Source: an optimization exercise on an open RTL-to-GDS flow (aim: small area). Production flows keep margins and buffers that such runs may drop.
In this exercise RTL edits were held to simulation tests only and were not proved equivalent to the original.
Power and IR drop assume default switching activity.

===== flow/run.sh =====
#!/bin/bash
# synth_recipe.tcl (not shown) runs the flow's synth.tcl, then flattens the netlist and writes it again
# the make line also repeats each setting of config.mk as NAME=value (left out here)
make -C /OpenROAD-flow-scripts/flow DESIGN_CONFIG=/design/flow/config.mk WORK_HOME=/design/flow/orfs CLKGATE_MAP_FILE= SYNTH_SCRIPT=/design/flow/synth_recipe.tcl finish

===== flow/config.mk =====
export PLATFORM = sky130hd
export DESIGN_NAME = router_5p
export DESIGN_NICKNAME = router_5p
export VERILOG_FILES = /design/flow/design.v
export SDC_FILE = /design/flow/constraint.sdc
export NUM_CORES = 4
export LEC_CHECK = 0
export CAP_MARGIN = 20
export CORE_MARGIN = 2
export CORE_UTILIZATION = 40
export PLACE_DENSITY = 0.6
export SLEW_MARGIN = 20

===== flow/design.v =====
module FIFO_Buffer
(input clk, rst,
 input [7:0] Data_in,
 input val, grant,
 output ret,
 output [7:0] head,    
 output v              
 );
reg [7:0] m0, m1, m2, m3;
reg [1:0] p_reg;       
reg       r_reg;       
reg [1:0] wr;
reg       full, empty, v_reg;
wire [1:0] rd = p_reg + {1'b0, r_reg};
wire write = val & ~full;
wire read  = ~empty & grant;
always @(posedge clk)
	if (write)
		case (wr)
			2'd0: m0 <= Data_in;
			2'd1: m1 <= Data_in;
			2'd2: m2 <= Data_in;
			default: m3 <= Data_in;
		endcase
always @(posedge clk, posedge rst)
	if (rst) begin
		p_reg <= 0; r_reg <= 0; wr <= 0;
		full <= 1'b0; empty <= 1'b1; v_reg <= 1'b0;
	end else begin
		p_reg <= rd;
		r_reg <= read;
		v_reg <= ~empty;
		if (write) wr <= wr + 1'b1;
		if (read & ~write) begin
			full <= 1'b0;
			if (rd + 1'b1 == wr) empty <= 1'b1;
		end
		if (write & ~read) begin
			empty <= 1'b0;
			if (wr + 1'b1 == rd) full <= 1'b1;
		end
	end
assign head = (p_reg == 2'd0) ? m0 : (p_reg == 2'd1) ? m1 : (p_reg == 2'd2) ? m2 : m3;
assign v = v_reg;
assign ret = full;
endmodule
module block_input
(input [1:0] X_cur, Y_cur,
 input [3:0] addr,
 output [4:0] req
 );
wire [1:0] xd = addr[1:0];
wire [1:0] yd = addr[3:2];
wire xe = (xd == X_cur);
assign req[0] = xe & (yd == Y_cur);
assign req[1] = (xd > X_cur);
assign req[2] = (xd < X_cur);
assign req[3] = xe & (yd > Y_cur);
assign req[4] = xe & (yd < Y_cur);
endmodule
module switch
(input clk, rst,
 input [1:0] X_cur, Y_cur,
 input [7:0] In_L, In_N, In_E, In_S, In_W,
 input [4:0] v,                  
 input [4:0] full,               
 output [4:0] grant,
 output [7:0] Out_L, Out_N, Out_E, Out_S, Out_W
 );
reg [2:0] count;
reg [2:0] sel [0:4];             
reg [4:0] gnt;
wire [7:0] In [0:4];
assign In[0] = In_L; assign In[1] = In_N; assign In[2] = In_E; assign In[3] = In_S; assign In[4] = In_W;
reg [3:0] addr;
reg       rv;
always @* begin
	case (count)
		3'd0: begin addr = In_L[3:0]; rv = v[0]; end
		3'd1: begin addr = In_N[3:0]; rv = v[1]; end
		3'd2: begin addr = In_E[3:0]; rv = v[2]; end
		3'd3: begin addr = In_S[3:0]; rv = v[3]; end
		default: begin addr = In_W[3:0]; rv = v[4]; end
	endcase
end
wire [4:0] rq;                   
block_input RT(.X_cur(X_cur), .Y_cur(Y_cur), .addr(addr), .req(rq));
wire [4:0] hit = {5{rv}} & {rq[2], rq[4], rq[1], rq[3], rq[0]};
wire [4:0] dec [0:4];            
genvar o, p;
generate
	for (o = 0; o < 5; o = o + 1) begin : g_dec
		for (p = 0; p < 5; p = p + 1) begin : g_p
			assign dec[o][p] = (sel[o] == p);
		end
	end
endgenerate
reg [2:0] sel_n [0:4];
reg [4:0] gnt_n;
integer i, j;
always @* begin
	for (i = 0; i < 5; i = i + 1)
		sel_n[i] = hit[i] ? count : (rv ? sel[i] : 3'd5);
	for (j = 0; j < 5; j = j + 1) begin
		gnt_n[j] = 1'b0;
		for (i = 0; i < 5; i = i + 1)
			if (sel_n[i] == j && !full[i]) gnt_n[j] = 1'b1;
	end
end
always @(posedge clk, posedge rst)
	if (rst) begin
		count <= 0;
		gnt <= 0;
		sel[0] <= 3'd5; sel[1] <= 3'd5; sel[2] <= 3'd5; sel[3] <= 3'd5; sel[4] <= 3'd5;
	end else begin
		count <= (count == 3'd4) ? 3'd0 : count + 1'b1;
		gnt <= gnt_n;
		sel[0] <= sel_n[0]; sel[1] <= sel_n[1]; sel[2] <= sel_n[2]; sel[3] <= sel_n[3]; sel[4] <= sel_n[4];
	end
assign grant = gnt;
wire [7:0] Out [0:4];
generate
	for (o = 0; o < 5; o = o + 1) begin : g_out
		assign Out[o] = ({8{dec[o][0] & v[0]}} & In[0]) | ({8{dec[o][1] & v[1]}} & In[1]) |
		                ({8{dec[o][2] & v[2]}} & In[2]) | ({8{dec[o][3] & v[3]}} & In[3]) |
		                ({8{dec[o][4] & v[4]}} & In[4]);
	end
endgenerate
assign Out_L = Out[0]; assign Out_N = Out[1]; assign Out_E = Out[2]; assign Out_S = Out[3]; assign Out_W = Out[4];
endmodule
module router_5p
(input clk,rst,
 input [1:0] X_address , Y_address,
 input [7:0]Data_in_L, Data_in_N, Data_in_S, Data_in_E, Data_in_W,
 output [7:0]Data_out_L, Data_out_N, Data_out_S, Data_out_E, Data_out_W,
 input val_in_L, val_in_N, val_in_S, val_in_E, val_in_W,
 output ret_in_L, ret_in_N, ret_in_S, ret_in_E, ret_in_W,
 input ret_out_L, ret_out_N, ret_out_S, ret_out_E, ret_out_W,
 output val_out_L, val_out_N, val_out_S, val_out_E, val_out_W
    );
wire [7:0] In_L, In_N, In_E, In_S, In_W;
wire [4:0] v, grant;    
FIFO_Buffer INPUT_L(.clk(clk), .rst(rst), .Data_in(Data_in_L), .val(val_in_L), .grant(grant[0]), .ret(ret_in_L), .head(In_L), .v(v[0]));
FIFO_Buffer INPUT_N(.clk(clk), .rst(rst), .Data_in(Data_in_N), .val(val_in_N), .grant(grant[1]), .ret(ret_in_N), .head(In_N), .v(v[1]));
FIFO_Buffer INPUT_E(.clk(clk), .rst(rst), .Data_in(Data_in_E), .val(val_in_E), .grant(grant[2]), .ret(ret_in_E), .head(In_E), .v(v[2]));
FIFO_Buffer INPUT_S(.clk(clk), .rst(rst), .Data_in(Data_in_S), .val(val_in_S), .grant(grant[3]), .ret(ret_in_S), .head(In_S), .v(v[3]));
FIFO_Buffer INPUT_W(.clk(clk), .rst(rst), .Data_in(Data_in_W), .val(val_in_W), .grant(grant[4]), .ret(ret_in_W), .head(In_W), .v(v[4]));
switch SW(.clk(clk), .rst(rst), .X_cur(X_address), .Y_cur(Y_address),
	.In_L(In_L), .In_N(In_N), .In_E(In_E), .In_S(In_S), .In_W(In_W),
	.v(v), .full({ret_out_W, ret_out_S, ret_out_E, ret_out_N, ret_out_L}), .grant(grant),
	.Out_L(Data_out_L), .Out_N(Data_out_N), .Out_E(Data_out_E), .Out_S(Data_out_S), .Out_W(Data_out_W));
assign val_out_L = ~ret_out_L & (|Data_out_L);
assign val_out_N = ~ret_out_N & (|Data_out_N);
assign val_out_E = ~ret_out_E & (|Data_out_E);
assign val_out_S = ~ret_out_S & (|Data_out_S);
assign val_out_W = ~ret_out_W & (|Data_out_W);
endmodule

===== flow/constraint.sdc =====
create_clock -name core_clock -period 5.0 [get_ports {clk}]
set_input_delay 1.0000 -clock core_clock [delete_from_list [all_inputs] [get_ports {clk}]]
set_output_delay 1.0000 -clock core_clock [all_outputs]
set_load 0.01 [all_outputs]

==> reports/qor.txt <==
outcome -> timing/DRC/antenna clean
Iter 0 DRT Violations -> 768
number of instances resized during post-cts repair -> 0
final clock skew -> 10.7 ps
Internal Dissipation -> 4.96 mW
async set-reset flop share out of synthesis -> 28.3%
count of vias placed by the detailed router -> 7490
DRC violation count after routing -> 0
global route overflow -> 0
timing-limited maximum frequency -> 211 MHz
register bit total from synthesis -> 223
final cycle utilization of the critical path -> 94.9%
most common cell after layout, fill and taps aside -> sky130_fd_sc_hd__edfxtp_1
Post-Route M1 WL -> 12800 um
DIE WIDTH -> 170 um
clock tree from TritonCTS -> yes
clock root buffer master -> sky130_fd_sc_hd__clkbuf_16
Post-Synthesis Cell Area -> 0.0111 sq mm
post-placement worst setup slack -> 836 ps
CTS Hold Buffers Added -> 0
critical path class -> register to output port
worst hold-check path type -> register to register
primary flip-flop cell chosen by synthesis mapping -> sky130_fd_sc_hd__edfxtp_1
H-tree lvl count -> 1
headroom to the max-slew limit -> 31.1%
met3 WL -> 1930 um
Die Height -> 170 um
endpoint arrival time on the critical path -> 3750 ps
min setup slack post-route -> 254 ps
Mapped Cells -> 843
average instance area after synthesis -> 13.2 sq um
Longest Clk Path Bufs -> 3
detailed-placement wirelength estimate -> 21300 um
portion of the post-synthesis area used by sequential elements -> 57.7%
detail-routed via count per cell -> 5.67
pwr/cell area -> 593 mW/mm^2
slew of the pin with the lowest slew margin -> 1000 ps
Yosys warnings -> 4
number of distinct library cells after synthesis -> 56
net count reported at finish -> 1031
Clock Sink Count -> 223
first-pass iteration count of the detailed router -> 6
core outline area -> 0.0271 sq mm
number of synthesized flops with an enable pin -> 160
initial antenna violation count -> 1
number of flip-flops in the largest register -> 15
routed length per instance -> 22.0 um
Pleak -> 4.91 nW
CP Launch Type -> register
buffers added on ports -> 105
setup violation total in the final timing report -> 0
min cycle time layout -> 4750 ps
Combinational Power Share -> 39.2%
highest ir drop seen on vdd -> 0.313 mV
final wirelength -> 29000 um
via count of the first global-routing pass -> 7349
hold violation total from the final report -> 0
syn_nets -> 943
total negative slack -> 0 ps
met2 wirelength from detailed routing -> 13500 um
Filler Cells Inserted -> 2364
power share of the sequential group -> 36.2%
required time worst endpoint -> 4000 ps
Clk Latency, worst-skew pair -> 540 ps
area of the die -> 0.0291 sq mm
Initial Util -> 40.9%
setup repair after global routing missed its margin -> false
highest metal layer used by the detailed router -> met5
number of buffers inserted during clock tree synthesis -> 24
area delta synth->final -> 19.8%
post-CTS setup repair buffer count -> 0
max_cap viols -> 0
endpoint class of the critical path -> output port
io pins -> 106
CTS clk-pin slew, worst paths -> 50 ps
global-route wire length before repair -> 44300 um
Worst Path Max Fanout -> 9
number of antenna cells inserted -> 0
power spent charging and discharging nets -> 2.91 mW
count of final max-slew check failures -> 0
worst hold slack after final layout -> 459 ps
top library cells by usage in the layout, fill and taps aside -> sky130_fd_sc_hd__edfxtp_1 (160), sky130_fd_sc_hd__clkdlybuf4s50_1 (105), sky130_fd_sc_hd__nand2_1 (72)
number of cell rows -> 60
register name with the most flops -> SW.sel
GRT Resource Usage Total -> 20.2%
final estimated routing congestion in global placement -> 0.903
Clk pwr share -> 24.6%
DRT antenna net count -> 0
largest net degree at the start of global routing -> 38
layout cells sized above 1 -> 11.0%
net switching share of the total power -> 37.0%
-- layer usage --
layer  track usage (%)  vias to the layer above
li1                  -                     3418
met1              28.3                     3699
met2              31.7                      313
met3              4.30                       58
met4              6.39                        2
met5                 0                        -
-- cells by family (layout without fill, tap and decap cells) --
group	after synthesis	in the layout	share of synthesized area, %
multiplexers	59	59	10.2
XOR/XNOR	20	20	1.58
adder cells (fa/ha/maj)	44	44	4.97
AND/OR/NAND/NOR	235	235	11.1
AO/OA/AOI/OAI	165	165	10.6
buffers and inverters	97	203	3.76
flip-flops	223	223	57.7
-- power groups by stage --
stage	clock network, mW	registers (mW)	logic, mW
2_1_floorplan	0	2.61	2.15
3_3_place_gp	0	2.89	3.03
3_5_place_dp	0	2.89	3.04
4_1_cts	1.97	2.86	3.05
5_1_grt	2.03	2.92	3.32
6_report	1.94	2.85	3.08
-- stage by stage --
step	cell area, sq um	utilization [%]	instances	total power [mW]
4_1_cts	13300	49.0	1321	7.88
3_3_place_gp	12400	45.8	1277	5.92
6_report	13300	49.0	1321	7.87
5_1_grt	13300	49.0	1321	8.27
2_1_floorplan	11100	-	843	4.76
3_5_place_dp	12400	45.8	1277	5.93
-- cells in the mapped netlist (all sizes together) (2+ instances only) --
master,number,area share (%)
o21ai,14,0.63
inv,48,1.6
nand2b,3,0.17
o211ai,10,0.68
a222oi,16,1.4
xor2,2,0.16
nor2,34,1.2
mux2,7,0.71
o21bai,2,0.17
o22ai,6,0.34
nor4b,5,0.68
nor4,10,0.56
clkbuf,27,0.91
nor3b,2,0.14
a22oi,70,4.7
buf,22,1.2
nor4bb,4,0.36
dfrtp,48,11
mux2i,12,1.1
o22a,3,0.24
a21oi,31,1.4
xnor2,18,1.4
nor2b,16,0.90
nand3,35,1.6
mux4,40,8.4
and4b,2,0.18
dfstp,15,3.6
and2,23,1.3
a31oi,4,0.23
ha,44,5.0
nand2,72,2.4
and3,7,0.40
nand3b,3,0.20
nor3,11,0.50
edfxtp,160,43
and3b,2,0.16
-- area by class of cell --
type / instances / area, sq um / share of cell area [%]
Tap cell: 372 / 465 / 3.50
Multi-Input combinational cell: 523 / 4280 / 32.2
Sequential cell: 223 / 6400 / 48.2
Clock buffer: 30 / 623 / 4.69
Inverter: 48 / 180 / 1.36
Timing Repair Buffer: 111 / 1100 / 8.25
Clock inverter: 14 / 243 / 1.83
-- critical path, cell delays in order (launching register included) --
cell and delay (ps):
sky130_fd_sc_hd__dfrtp_1 640, sky130_fd_sc_hd__mux4_1 760, sky130_fd_sc_hd__a222oi_1 270, sky130_fd_sc_hd__nand2_1 120, sky130_fd_sc_hd__nor4_1 760, sky130_fd_sc_hd__a21oi_1 160
sky130_fd_sc_hd__clkdlybuf4s50_1 510
-- path summary, 6_finish.rpt --
kind / start / endpoint / slack [ps] / cells after the start
hold / removal: INPUT_S.empty / INPUT_S.v_reg / 460 / 1
max in group asynchronous: rst / INPUT_E.empty / 3000 / 3
hold reg to reg: INPUT_S.empty / INPUT_S.v_reg / 460 / 1
setup / recovery: INPUT_S.p_reg[0] / val_out_L / 250 / 6
min in group asynchronous: rst / INPUT_W.wr[0] / 1010 / 2
setup reg to reg: INPUT_L.p_reg[0] / SW.gnt[2] / 820 / 12

what the ideal ports hide:
In the flow no input, the clock included, has a driving cell. The finished layout below was timed again as built, in two steps.
Step 1 sets driving cells, clkbuf_16 on the clock port and buf_2 on the other inputs (assumed; they add their load-dependent delay and slew).
Step 2 moves the port delays by t, midway between the first and last clock arrival at a register: inputs arrive t later, outputs are due t later. That takes back most of the time a late clock gives input paths.
Three values: ideal ports, drivers, drivers and shift; two values: the first two.
t (ns): 0.579
slack for setup (ns): 0.254 / 0.206 / 0.785
worst setup path after step 2: register to output
After both steps this run still meets setup and hold. For this run, drivers alone change the setup slack by -0.048 ns; drivers and shift together by +0.531 ns.
